Context: an optimization exercise on an open-source flow, tuned for small area and a short achievable clock period. The choices shown serve that exercise and are no tape-out recipe. No functional check of the RTL was part of any run shown here.

==> flow/design.v, too long to show whole: its modules and the start of the top module <==
// module cordic: 3458 lines
module cordic (
    input  wire        clk,
    input  wire        rst,
    input  wire        valid_i,
    input  wire signed [16:0] x_i,
    input  wire signed [16:0] y_i,
    output wire        valid_o,
    output wire signed [16:0] x_o,
    output wire signed [16:0] y_o
    );
  // ...
==> flow/run.sh <==
#!/bin/bash
# synth_recipe.tcl (not shown) runs the flow's synth.tcl, then flattens the netlist and writes it again
# the make line also repeats each setting of config.mk as NAME=value (left out here)
make -C /OpenROAD-flow-scripts/flow DESIGN_CONFIG=/design/flow/config.mk WORK_HOME=/design/flow/orfs CLKGATE_MAP_FILE= SYNTH_SCRIPT=/design/flow/synth_recipe.tcl finish
==> flow/config.mk <==
export PLATFORM = sky130hd
export DESIGN_NAME = cordic
export DESIGN_NICKNAME = cordic
export VERILOG_FILES = /design/flow/design.v
export SDC_FILE = /design/flow/constraint.sdc
export NUM_CORES = 4
export LEC_CHECK = 0
export CAP_MARGIN = 20
export CORE_MARGIN = 2
export CORE_UTILIZATION = 40
export SLEW_MARGIN = 20
==> flow/constraint.sdc <==
create_clock -name core_clock -period 4.6 [get_ports {clk}]
set_input_delay 0.9200 -clock core_clock [delete_from_list [all_inputs] [get_ports {clk}]]
set_output_delay 0.9200 -clock core_clock [all_outputs]
set_load 0.01 [all_outputs]
==> flow_summary.json, run 1 <==
{
  "areaGrowthSynthToFinish_pct": 16.4,
  "outcome": "timing/DRC/antenna clean",
  "holdPathEnd": "vp[12]",
  "critPathLaunch": "rd4",
  "crit_path_end": "rd5",
  "synthesis.nets": 3919,
  "synth_top_area_share_pct": 34.1,
  "path_cells": "xor2_1, ha_1, and2_4, nand4_1, and3_4, o31ai_2, a21o_1, a311o_1, a21oi_2, fa_1, inv_1, or4_1, or4_1, or4_4, nor4_4, a31oi_1",
  "hold_depth": 1,
  "crit_slowest_cell": "fa_1",
  "std_cell_rows": 106,
  "layout_common_cells": "561 x dfxtp_1, 421 x ha_1, 339 x xnor2_1",
  "well_tap_count": 1080,
  "dieArea_mm2": 0.0867,
  "min_from": "vp[11]",
  "die_h_um": 294,
  "signal_buffers": 207,
  "register_area_mm2": 0.0116,
  "worstSetupEndpointType": "flop",
  "synth_area_leaders": "dfxtp_1 34%, ha_1 16%, xnor2_1 8.8%, xor2_1 7.6%, fa_1 7.1%",
  "finalNonFillerCells": 4711,
  "place_area_mm2": 0.0365,
  "clock-sinks": 575,
  "fmax_mhz": 224,
  "syn_avg_cell_area_um2": 10.1,
  "hold_violations": 0,
  "yosysMostFrequentCell": "dfxtp_1",
  "drt_iter0_markers": 817,
  "yosysTopAreaCell": "dfxtp_1",
  "highest_layer": "met4"
}
==> inputs of run 2 (changes only) <==
--- a/flow/design.v
+++ b/flow/design.v
@@ -14,28 +14,27 @@
     always @(posedge clk)
         if (rst) vp <= 16'd0;
         else     vp <= {vp[14:0], valid_i};
     assign valid_o = vp[15];
     wire [16:0] ax, ay;
     assign ax = x_i[16] ? -x_i : x_i;
     assign ay = y_i[16] ? -y_i : y_i;
     reg [16:0] rx_a, ry_a;
-    reg rd_a;
-    always @(posedge clk) begin rx_a <= ax; ry_a <= ay; rd_a <= |y_i[15:0]; end
+    always @(posedge clk) begin rx_a <= ax; ry_a <= ay; end
     wire [16:0] x0, y0, xs0, ys0, nx0, ny0;
     wire d0;
     assign x0 = rx_a; assign y0 = ry_a;
-    assign d0 = rd_a;
+    assign d0 = ~y0[16] & (|y0[15:0]);
     assign xs0 = $signed(x0) >>> 0;
     assign ys0 = $signed(y0) >>> 0;
-    wire [16:0] nx0_b = ys0 ^ {17{1'b0}};
+    wire [16:0] nx0_b = ys0 ^ {17{~d0}};
     wire [16:0] nx0_s;
     wire [17:0] nx0_s_p, nx0_s_g;
-    assign nx0_s_g[0] = 1'b0;
+    assign nx0_s_g[0] = ~d0;
     assign nx0_s_p[0] = 1'b0;
     assign nx0_s_p[1] = x0[0] ^ nx0_b[0];
     assign nx0_s_g[1] = x0[0] & nx0_b[0];
     assign nx0_s_p[2] = x0[1] ^ nx0_b[1];
     assign nx0_s_g[2] = x0[1] & nx0_b[1];
     assign nx0_s_p[3] = x0[2] ^ nx0_b[2];
     assign nx0_s_g[3] = x0[2] & nx0_b[2];
     assign nx0_s_p[4] = x0[3] ^ nx0_b[3];
@@ -244,17 +243,20 @@
     assign ny0_s[12] = ny0_s_p[13] ^ ny0_s_G3_12;
     assign ny0_s[13] = ny0_s_p[14] ^ ny0_s_G3_13;
     assign ny0_s[14] = ny0_s_p[15] ^ ny0_s_G3_14;
     assign ny0_s[15] = ny0_s_p[16] ^ ny0_s_G3_15;
     assign ny0_s[16] = ny0_s_p[17] ^ ny0_s_G4_16;
     assign ny0 = ny0_s;
     reg [16:0] rx0, ry0;
     reg rd0;
-    always @(posedge clk) begin rx0 <= nx0; ry0 <= ny0; rd0 <= ~ny0[16] & (|ny0[15:0]); end
+    wire [16:0] nz0;
+    assign nz0[0] = y0[0] ^ ny0_b[0] ^ d0;
+    assign nz0[16:1] = y0[16:1] ^ ny0_b[16:1] ^ (y0[15:0] | ny0_b[15:0]);
+    always @(posedge clk) begin rx0 <= nx0; ry0 <= ny0; rd0 <= ~ny0[16] & (|nz0); end
     wire [16:0] x1, y1, xs1, ys1, nx1, ny1;
     wire d1;
     assign x1 = rx0; assign y1 = ry0;
     assign d1 = rd0;
     assign xs1 = $signed(x1) >>> 1;
     assign ys1 = $signed(y1) >>> 1;
     wire [16:0] nx1_b = ys1 ^ {17{~d1}};
     wire [16:0] nx1_s;
@@ -473,17 +475,20 @@
     assign ny1_s[12] = ny1_s_p[13] ^ ny1_s_G3_12;
     assign ny1_s[13] = ny1_s_p[14] ^ ny1_s_G3_13;
     assign ny1_s[14] = ny1_s_p[15] ^ ny1_s_G3_14;
     assign ny1_s[15] = ny1_s_p[16] ^ ny1_s_G3_15;
     assign ny1_s[16] = ny1_s_p[17] ^ ny1_s_G4_16;
     assign ny1 = ny1_s;
     reg [16:0] rx1, ry1;
     reg rd1;
-    always @(posedge clk) begin rx1 <= nx1; ry1 <= ny1; rd1 <= ~ny1[16] & (|ny1[15:0]); end
+    wire [16:0] nz1;
+    assign nz1[0] = y1[0] ^ ny1_b[0] ^ d1;
+    assign nz1[16:1] = y1[16:1] ^ ny1_b[16:1] ^ (y1[15:0] | ny1_b[15:0]);
+    always @(posedge clk) begin rx1 <= nx1; ry1 <= ny1; rd1 <= ~ny1[16] & (|nz1); end
     wire [16:0] x2, y2, xs2, ys2, nx2, ny2;
     wire d2;
     assign x2 = rx1; assign y2 = ry1;
     assign d2 = rd1;
     assign xs2 = $signed(x2) >>> 2;
     assign ys2 = $signed(y2) >>> 2;
     wire [16:0] nx2_b = ys2 ^ {17{~d2}};
     wire [16:0] nx2_s;
@@ -702,17 +707,20 @@
     assign ny2_s[12] = ny2_s_p[13] ^ ny2_s_G3_12;
     assign ny2_s[13] = ny2_s_p[14] ^ ny2_s_G3_13;
     assign ny2_s[14] = ny2_s_p[15] ^ ny2_s_G3_14;
     assign ny2_s[15] = ny2_s_p[16] ^ ny2_s_G3_15;
     assign ny2_s[16] = ny2_s_p[17] ^ ny2_s_G4_16;
     assign ny2 = ny2_s;
     reg [16:0] rx2, ry2;
     reg rd2;
-    always @(posedge clk) begin rx2 <= nx2; ry2 <= ny2; rd2 <= ~ny2[16] & (|ny2[15:0]); end
+    wire [16:0] nz2;
+    assign nz2[0] = y2[0] ^ ny2_b[0] ^ d2;
+    assign nz2[16:1] = y2[16:1] ^ ny2_b[16:1] ^ (y2[15:0] | ny2_b[15:0]);
+    always @(posedge clk) begin rx2 <= nx2; ry2 <= ny2; rd2 <= ~ny2[16] & (|nz2); end
     wire [16:0] x3, y3, xs3, ys3, nx3, ny3;
     wire d3;
     assign x3 = rx2; assign y3 = ry2;
     assign d3 = rd2;
     assign xs3 = $signed(x3) >>> 3;
     assign ys3 = $signed(y3) >>> 3;
     wire [16:0] nx3_b = ys3 ^ {17{~d3}};
     wire [16:0] nx3_s;
@@ -931,17 +939,20 @@
     assign ny3_s[12] = ny3_s_p[13] ^ ny3_s_G3_12;
     assign ny3_s[13] = ny3_s_p[14] ^ ny3_s_G3_13;
     assign ny3_s[14] = ny3_s_p[15] ^ ny3_s_G3_14;
     assign ny3_s[15] = ny3_s_p[16] ^ ny3_s_G3_15;
     assign ny3_s[16] = ny3_s_p[17] ^ ny3_s_G4_16;
     assign ny3 = ny3_s;
     reg [16:0] rx3, ry3;
     reg rd3;
-    always @(posedge clk) begin rx3 <= nx3; ry3 <= ny3; rd3 <= ~ny3[16] & (|ny3[15:0]); end
+    wire [16:0] nz3;
+    assign nz3[0] = y3[0] ^ ny3_b[0] ^ d3;
+    assign nz3[16:1] = y3[16:1] ^ ny3_b[16:1] ^ (y3[15:0] | ny3_b[15:0]);
+    always @(posedge clk) begin rx3 <= nx3; ry3 <= ny3; rd3 <= ~ny3[16] & (|nz3); end
     wire [16:0] x4, y4, xs4, ys4, nx4, ny4;
     wire d4;
     assign x4 = rx3; assign y4 = ry3;
     assign d4 = rd3;
     assign xs4 = $signed(x4) >>> 4;
     assign ys4 = $signed(y4) >>> 4;
     wire [16:0] nx4_b = ys4 ^ {17{~d4}};
     wire [16:0] nx4_s;
@@ -1160,17 +1171,20 @@
     assign ny4_s[12] = ny4_s_p[13] ^ ny4_s_G3_12;
     assign ny4_s[13] = ny4_s_p[14] ^ ny4_s_G3_13;
     assign ny4_s[14] = ny4_s_p[15] ^ ny4_s_G3_14;
     assign ny4_s[15] = ny4_s_p[16] ^ ny4_s_G3_15;
     assign ny4_s[16] = ny4_s_p[17] ^ ny4_s_G4_16;
     assign ny4 = ny4_s;
     reg [16:0] rx4, ry4;
     reg rd4;
-    always @(posedge clk) begin rx4 <= nx4; ry4 <= ny4; rd4 <= ~ny4[16] & (|ny4[15:0]); end
+    wire [16:0] nz4;
+    assign nz4[0] = y4[0] ^ ny4_b[0] ^ d4;
+    assign nz4[16:1] = y4[16:1] ^ ny4_b[16:1] ^ (y4[15:0] | ny4_b[15:0]);
+    always @(posedge clk) begin rx4 <= nx4; ry4 <= ny4; rd4 <= ~ny4[16] & (|nz4); end
     wire [16:0] x5, y5, xs5, ys5, nx5, ny5;
     wire d5;
     assign x5 = rx4; assign y5 = ry4;
     assign d5 = rd4;
     assign xs5 = $signed(x5) >>> 5;
     assign ys5 = $signed(y5) >>> 5;
     wire [16:0] nx5_b = ys5 ^ {17{~d5}};
     wire [16:0] nx5_s;
@@ -1389,17 +1403,20 @@
     assign ny5_s[12] = ny5_s_p[13] ^ ny5_s_G3_12;
     assign ny5_s[13] = ny5_s_p[14] ^ ny5_s_G3_13;
     assign ny5_s[14] = ny5_s_p[15] ^ ny5_s_G3_14;
     assign ny5_s[15] = ny5_s_p[16] ^ ny5_s_G3_15;
     assign ny5_s[16] = ny5_s_p[17] ^ ny5_s_G4_16;
     assign ny5 = ny5_s;
     reg [16:0] rx5, ry5;
     reg rd5;
-    always @(posedge clk) begin rx5 <= nx5; ry5 <= ny5; rd5 <= ~ny5[16] & (|ny5[15:0]); end
+    wire [16:0] nz5;
+    assign nz5[0] = y5[0] ^ ny5_b[0] ^ d5;
+    assign nz5[16:1] = y5[16:1] ^ ny5_b[16:1] ^ (y5[15:0] | ny5_b[15:0]);
+    always @(posedge clk) begin rx5 <= nx5; ry5 <= ny5; rd5 <= ~ny5[16] & (|nz5); end
     wire [16:0] x6, y6, xs6, ys6, nx6, ny6;
     wire d6;
     assign x6 = rx5; assign y6 = ry5;
     assign d6 = rd5;
     assign xs6 = $signed(x6) >>> 6;
     assign ys6 = $signed(y6) >>> 6;
     wire [16:0] nx6_b = ys6 ^ {17{~d6}};
     wire [16:0] nx6_s;
@@ -1618,17 +1635,20 @@
     assign ny6_s[12] = ny6_s_p[13] ^ ny6_s_G3_12;
     assign ny6_s[13] = ny6_s_p[14] ^ ny6_s_G3_13;
     assign ny6_s[14] = ny6_s_p[15] ^ ny6_s_G3_14;
     assign ny6_s[15] = ny6_s_p[16] ^ ny6_s_G3_15;
     assign ny6_s[16] = ny6_s_p[17] ^ ny6_s_G4_16;
     assign ny6 = ny6_s;
     reg [16:0] rx6, ry6;
     reg rd6;
-    always @(posedge clk) begin rx6 <= nx6; ry6 <= ny6; rd6 <= ~ny6[16] & (|ny6[15:0]); end
+    wire [16:0] nz6;
+    assign nz6[0] = y6[0] ^ ny6_b[0] ^ d6;
+    assign nz6[16:1] = y6[16:1] ^ ny6_b[16:1] ^ (y6[15:0] | ny6_b[15:0]);
+    always @(posedge clk) begin rx6 <= nx6; ry6 <= ny6; rd6 <= ~ny6[16] & (|nz6); end
     wire [16:0] x7, y7, xs7, ys7, nx7, ny7;
     wire d7;
     assign x7 = rx6; assign y7 = ry6;
     assign d7 = rd6;
     assign xs7 = $signed(x7) >>> 7;
     assign ys7 = $signed(y7) >>> 7;
     wire [16:0] nx7_b = ys7 ^ {17{~d7}};
     wire [16:0] nx7_s;
@@ -1847,17 +1867,20 @@
     assign ny7_s[12] = ny7_s_p[13] ^ ny7_s_G3_12;
     assign ny7_s[13] = ny7_s_p[14] ^ ny7_s_G3_13;
     assign ny7_s[14] = ny7_s_p[15] ^ ny7_s_G3_14;
     assign ny7_s[15] = ny7_s_p[16] ^ ny7_s_G3_15;
     assign ny7_s[16] = ny7_s_p[17] ^ ny7_s_G4_16;
     assign ny7 = ny7_s;
     reg [16:0] rx7, ry7;
     reg rd7;
-    always @(posedge clk) begin rx7 <= nx7; ry7 <= ny7; rd7 <= ~ny7[16] & (|ny7[15:0]); end
+    wire [16:0] nz7;
+    assign nz7[0] = y7[0] ^ ny7_b[0] ^ d7;
+    assign nz7[16:1] = y7[16:1] ^ ny7_b[16:1] ^ (y7[15:0] | ny7_b[15:0]);
+    always @(posedge clk) begin rx7 <= nx7; ry7 <= ny7; rd7 <= ~ny7[16] & (|nz7); end
     wire [16:0] x8, y8, xs8, ys8, nx8, ny8;
     wire d8;
     assign x8 = rx7; assign y8 = ry7;
     assign d8 = rd7;
     assign xs8 = $signed(x8) >>> 8;
     assign ys8 = $signed(y8) >>> 8;
     wire [16:0] nx8_b = ys8 ^ {17{~d8}};
     wire [16:0] nx8_s;
@@ -2076,17 +2099,20 @@
     assign ny8_s[12] = ny8_s_p[13] ^ ny8_s_G3_12;
     assign ny8_s[13] = ny8_s_p[14] ^ ny8_s_G3_13;
     assign ny8_s[14] = ny8_s_p[15] ^ ny8_s_G3_14;
     assign ny8_s[15] = ny8_s_p[16] ^ ny8_s_G3_15;
     assign ny8_s[16] = ny8_s_p[17] ^ ny8_s_G4_16;
     assign ny8 = ny8_s;
     reg [16:0] rx8, ry8;
     reg rd8;
-    always @(posedge clk) begin rx8 <= nx8; ry8 <= ny8; rd8 <= ~ny8[16] & (|ny8[15:0]); end
+    wire [16:0] nz8;
+    assign nz8[0] = y8[0] ^ ny8_b[0] ^ d8;
+    assign nz8[16:1] = y8[16:1] ^ ny8_b[16:1] ^ (y8[15:0] | ny8_b[15:0]);
+    always @(posedge clk) begin rx8 <= nx8; ry8 <= ny8; rd8 <= ~ny8[16] & (|nz8); end
     wire [16:0] x9, y9, xs9, ys9, nx9, ny9;
     wire d9;
     assign x9 = rx8; assign y9 = ry8;
     assign d9 = rd8;
     assign xs9 = $signed(x9) >>> 9;
     assign ys9 = $signed(y9) >>> 9;
     wire [16:0] nx9_b = ys9 ^ {17{~d9}};
     wire [16:0] nx9_s;
@@ -2305,17 +2331,20 @@
     assign ny9_s[12] = ny9_s_p[13] ^ ny9_s_G3_12;
     assign ny9_s[13] = ny9_s_p[14] ^ ny9_s_G3_13;
     assign ny9_s[14] = ny9_s_p[15] ^ ny9_s_G3_14;
     assign ny9_s[15] = ny9_s_p[16] ^ ny9_s_G3_15;
     assign ny9_s[16] = ny9_s_p[17] ^ ny9_s_G4_16;
     assign ny9 = ny9_s;
     reg [16:0] rx9, ry9;
     reg rd9;
-    always @(posedge clk) begin rx9 <= nx9; ry9 <= ny9; rd9 <= ~ny9[16] & (|ny9[15:0]); end
+    wire [16:0] nz9;
+    assign nz9[0] = y9[0] ^ ny9_b[0] ^ d9;
+    assign nz9[16:1] = y9[16:1] ^ ny9_b[16:1] ^ (y9[15:0] | ny9_b[15:0]);
+    always @(posedge clk) begin rx9 <= nx9; ry9 <= ny9; rd9 <= ~ny9[16] & (|nz9); end
     wire [16:0] x10, y10, xs10, ys10, nx10, ny10;
     wire d10;
     assign x10 = rx9; assign y10 = ry9;
     assign d10 = rd9;
     assign xs10 = $signed(x10) >>> 10;
     assign ys10 = $signed(y10) >>> 10;
     wire [16:0] nx10_b = ys10 ^ {17{~d10}};
     wire [16:0] nx10_s;
@@ -2534,17 +2563,20 @@
     assign ny10_s[12] = ny10_s_p[13] ^ ny10_s_G3_12;
     assign ny10_s[13] = ny10_s_p[14] ^ ny10_s_G3_13;
     assign ny10_s[14] = ny10_s_p[15] ^ ny10_s_G3_14;
     assign ny10_s[15] = ny10_s_p[16] ^ ny10_s_G3_15;
     assign ny10_s[16] = ny10_s_p[17] ^ ny10_s_G4_16;
     assign ny10 = ny10_s;
     reg [16:0] rx10, ry10;
     reg rd10;
-    always @(posedge clk) begin rx10 <= nx10; ry10 <= ny10; rd10 <= ~ny10[16] & (|ny10[15:0]); end
+    wire [16:0] nz10;
+    assign nz10[0] = y10[0] ^ ny10_b[0] ^ d10;
+    assign nz10[16:1] = y10[16:1] ^ ny10_b[16:1] ^ (y10[15:0] | ny10_b[15:0]);
+    always @(posedge clk) begin rx10 <= nx10; ry10 <= ny10; rd10 <= ~ny10[16] & (|nz10); end
     wire [16:0] x11, y11, xs11, ys11, nx11, ny11;
     wire d11;
     assign x11 = rx10; assign y11 = ry10;
     assign d11 = rd10;
     assign xs11 = $signed(x11) >>> 11;
     assign ys11 = $signed(y11) >>> 11;
     wire [16:0] nx11_b = ys11 ^ {17{~d11}};
     wire [16:0] nx11_s;
@@ -2763,17 +2795,20 @@
     assign ny11_s[12] = ny11_s_p[13] ^ ny11_s_G3_12;
     assign ny11_s[13] = ny11_s_p[14] ^ ny11_s_G3_13;
     assign ny11_s[14] = ny11_s_p[15] ^ ny11_s_G3_14;
     assign ny11_s[15] = ny11_s_p[16] ^ ny11_s_G3_15;
     assign ny11_s[16] = ny11_s_p[17] ^ ny11_s_G4_16;
     assign ny11 = ny11_s;
     reg [16:0] rx11, ry11;
     reg rd11;
-    always @(posedge clk) begin rx11 <= nx11; ry11 <= ny11; rd11 <= ~ny11[16] & (|ny11[15:0]); end
+    wire [16:0] nz11;
+    assign nz11[0] = y11[0] ^ ny11_b[0] ^ d11;
+    assign nz11[16:1] = y11[16:1] ^ ny11_b[16:1] ^ (y11[15:0] | ny11_b[15:0]);
+    always @(posedge clk) begin rx11 <= nx11; ry11 <= ny11; rd11 <= ~ny11[16] & (|nz11); end
     wire [16:0] x12, y12, xs12, ys12, nx12, ny12;
     wire d12;
     assign x12 = rx11; assign y12 = ry11;
     assign d12 = rd11;
     assign xs12 = $signed(x12) >>> 12;
     assign ys12 = $signed(y12) >>> 12;
     wire [16:0] nx12_b = ys12 ^ {17{~d12}};
     wire [16:0] nx12_s;
@@ -2992,17 +3027,20 @@
     assign ny12_s[12] = ny12_s_p[13] ^ ny12_s_G3_12;
     assign ny12_s[13] = ny12_s_p[14] ^ ny12_s_G3_13;
     assign ny12_s[14] = ny12_s_p[15] ^ ny12_s_G3_14;
     assign ny12_s[15] = ny12_s_p[16] ^ ny12_s_G3_15;
     assign ny12_s[16] = ny12_s_p[17] ^ ny12_s_G4_16;
     assign ny12 = ny12_s;
     reg [16:0] rx12, ry12;
     reg rd12;
-    always @(posedge clk) begin rx12 <= nx12; ry12 <= ny12; rd12 <= ~ny12[16] & (|ny12[15:0]); end
+    wire [16:0] nz12;
+    assign nz12[0] = y12[0] ^ ny12_b[0] ^ d12;
+    assign nz12[16:1] = y12[16:1] ^ ny12_b[16:1] ^ (y12[15:0] | ny12_b[15:0]);
+    always @(posedge clk) begin rx12 <= nx12; ry12 <= ny12; rd12 <= ~ny12[16] & (|nz12); end
     wire [16:0] x13, y13, xs13, ys13, nx13, ny13;
     wire d13;
     assign x13 = rx12; assign y13 = ry12;
     assign d13 = rd12;
     assign xs13 = $signed(x13) >>> 13;
     assign ys13 = $signed(y13) >>> 13;
     wire [16:0] nx13_b = ys13 ^ {17{~d13}};
     wire [16:0] nx13_s;
@@ -3221,17 +3259,20 @@
     assign ny13_s[12] = ny13_s_p[13] ^ ny13_s_G3_12;
     assign ny13_s[13] = ny13_s_p[14] ^ ny13_s_G3_13;
     assign ny13_s[14] = ny13_s_p[15] ^ ny13_s_G3_14;
     assign ny13_s[15] = ny13_s_p[16] ^ ny13_s_G3_15;
     assign ny13_s[16] = ny13_s_p[17] ^ ny13_s_G4_16;
     assign ny13 = ny13_s;
     reg [16:0] rx13, ry13;
     reg rd13;
-    always @(posedge clk) begin rx13 <= nx13; ry13 <= ny13; rd13 <= ~ny13[16] & (|ny13[15:0]); end
+    wire [16:0] nz13;
+    assign nz13[0] = y13[0] ^ ny13_b[0] ^ d13;
+    assign nz13[16:1] = y13[16:1] ^ ny13_b[16:1] ^ (y13[15:0] | ny13_b[15:0]);
+    always @(posedge clk) begin rx13 <= nx13; ry13 <= ny13; rd13 <= ~ny13[16] & (|nz13); end
     wire [16:0] x14, y14, xs14, ys14, nx14, ny14;
     wire d14;
     assign x14 = rx13; assign y14 = ry13;
     assign d14 = rd13;
     assign xs14 = $signed(x14) >>> 14;
     assign ys14 = $signed(y14) >>> 14;
     wire [16:0] nx14_b = ys14 ^ {17{~d14}};
     wire [16:0] nx14_s;
==> flow_summary.json, run 2 <==
{
  "finalNonFillerCells": 5441,
  "worstSetupEndpointType": "flop",
  "synth_compound_area_share_pct": 8.75,
  "drive_gt1_share_pct": 4.20,
  "antenna_found_initial": 1,
  "drt_iter0_markers": 886,
  "cts_hold_buf": 0,
  "netlist_instances": 3974,
  "tightest_slew_ns": 0.819,
  "skew_ns": 0.0215,
  "outcome": "timing/DRC/antenna clean",
  "insertion_delay_ns": 0.64,
  "final_common_cell": "ha_1",
  "drt.antenna.violating_nets": 0,
  "synth_edf_count": 0,
  "finalSetupTns_ns": 0,
  "clk_pin_slew_ns": 0.06,
  "async_flop_share_pct": 0,
  "initial_core_util_pct": 40.2,
  "synth_top_family_by_area": "adder cells",
  "dr.pass1.iters": 4,
  "yosysMostFrequentCell": "ha_1",
  "yosys_warnings": 1,
  "via_per_inst": 4.68,
  "ys.flop_type": "dfxtp_1",
  "drc": 0,
  "grt_pass1_wl_mm": 130,
  "track_usage_pct": 16.3,
  "final_nets": 4913,
  "cts_buffers": 70,
  "yosysTopAreaCell": "dfxtp_1",
  "grt_overflow": 0,
  "std_cell_rows": 114,
  "layout_common_cells": "645 x ha_1, 602 x inv_1, 573 x dfxtp_1",
  "dp_hpwl_mm": 65.2,
  "ys_ff_latch": 574,
  "synth-xor-area-share_pct": 20.9,
  "clock-sinks": 574,
  "yosys.area_share.adder_pct": 27.0,
  "place_inst": 5315,
  "crit_arrival_ns": 4.81,
  "wire_per_inst_um": 14.6,
  "n_fill_cell": 9189,
  "vias": 25500,
  "dieArea_mm2": 0.0994,
  "synth_area_leaders": "dfxtp_1 30%, ha_1 21%, xnor2_1 11%, xor2_1 10%, fa_1 6.2%",
  "worstSetupStartpointType": "flop",
  "worst-path-max-fanout": 5,
  "die_h_um": 315,
  "rsz0062_at_grt": "false",
  "finalCritPeriodShare_pct": 91.9,
  "grt_pass1_vias": 26300,
  "cts_tree": "done",
  "core-area_mm2": 0.0964,
  "whs_ns": 0.429,
  "synth_top_area_share_pct": 29.7,
  "grt_max_degree": 31,
  "fp.dieW_um": 315,
  "synth.distinct_cells": 60,
  "syn_area_mm2": 0.0388,
  "critPathKind": "reg -> reg",
  "wirelength_mm": 79.3,
  "hold_violations": 0,
  "drv_slew": 0,
  "finalSetupViolCount": 0,
  "cts_max_level": 3,
  "hold_class": "reg -> reg",
  "clock_path_buffers": 3,
  "ios": 72,
  "max_slew_margin_pct": 45.3,
  "cp.required_ns": 5.18,
  "cts_root_buf": "clkbuf_16",
  "antenna_cells": 0,
  "cap_violations": 0,
  "synthesis.nets": 4776,
  "areaGrowthSynthToFinish_pct": 12.5,
  "fmax_mhz": 236,
  "syn_avg_cell_area_um2": 9.75,
  "gp_congestion": 0.846,
  "synth.area.mux_share_pct": 0.420,
  "synth_common_cells": "645 x ha_1, 602 x inv_1, 574 x dfxtp_1, 476 x xnor2_1, 448 x xor2_1",
  "portBuffers": 71,
  "synth_seq_area_share_pct": 29.7,
  "min_period_ns": 4.23,
  "synth_simple_gate_area_share_pct": 7.04
}
-- run 2: changes by cell type after synthesis, sizes merged, moves of 50 or more --
cell | previous run | this run
nor2 | 191 | 99
xor2 | 293 | 448
o21a | 62 | 12
a21o | 97 | 41
inv | 302 | 603
xnor2 | 340 | 476
ha | 423 | 645
-- run 2: worst paths after layout --
| path | start | to | slack, ns | cells after the start |
|---|---|---|---|---|
| setup / recovery | ry_a[11] | rx0[15] | 0.37 | 16 |
| hold / removal | vp[6] | vp[7] | 0.43 | 1 |
| setup reg to reg | ry_a[11] | rx0[15] | 0.37 | 16 |
| hold reg to reg | vp[6] | vp[7] | 0.43 | 1 |
-- run 2: kinds of logic after synthesis --
family,count (synthesis)
simple gates,532
mux,16
buf+inv,643
flops,574
fa+ha+maj,765
xor+xnor,924
compound gates,520
-- run 2: through the flow --
step                setup slack (ns)  utilization (%)  instance area (µm²)
CTS                            0.288             45.2                43600
finish                         0.371             45.2                43600
floorplan                      0.376                -                38800
global placement               0.339             42.7                41200
detailed placement             0.326             42.7                41200
global route                  0.0246             45.2                43600
-- run 2: worst max-delay path: stages (launching register included) --
cell and delay (ns):
dfxtp_1 0.34, nor4_2 0.29, buf_4 0.17, a41oi_4 0.17, xnor2_1 0.28, ha_1 0.28, nor3_1 0.19, a311o_1 0.15
a21oi_1 0.07, a221o_1 0.39, a41o_1 0.29, a41o_1 0.29, o41a_1 0.35, a21o_1 0.21, a21oi_1 0.19, fa_1 0.45
inv_1 0.06
-- run 2: what timing repair did --
action                                 in CTS  in global routing
gates resized for setup                     0                  3
buffers inserted                            0                  0
setup endpoints to repair                   0                  4
endpoints found under the hold margin       0                  0
-- run 2: final cells by class --
| type | instances | area [µm²] | share of cell area, % |
|---|---|---|---|
| Multi-Input combinational cell | 2757 | 24900 | 57.0 |
| Tap cell | 1276 | 1600 | 3.66 |
| Timing Repair Buffer | 105 | 991 | 2.27 |
| Inverter | 603 | 2260 | 5.19 |
| Clock buffer | 95 | 1990 | 4.55 |
| Clock inverter | 31 | 410 | 0.941 |
| Sequential cell | 574 | 11500 | 26.4 |
-- run 2: metal layers --
metal,GRT usage (%),part of all wire [%]
met2,30.6,51
met1,19.0,44
met4,4.55,2.4
met5,0,0
met3,2.41,2.5

==> port drivers added, routing unchanged <==
The flow's constraints put no driver on any port. The routed layouts listed below were extracted and timed again, unchanged, in two steps.
Step 1 assumes that a clkbuf_16 drives the clock port and a buf_2 every other input.
Step 2 adds t to the input delays and takes it off the output delays; t is the mean of the earliest and latest rising clock arrival at the registers after step 1. Input paths then give back, and output paths get back, about the clock's delay inside the block.
Three values: ideal, step 1, step 2; two values: the first two.
run	t (ns)	setup slack, ns	hold slack, ns
run 1	0.661	0.134 / 0.134 / 0.134	0.429 / 0.429 / 0.429
run 2	0.693	0.371 / 0.371 / 0.371	0.429 / 0.429 / 0.429
After both steps every run listed still meets setup and hold.
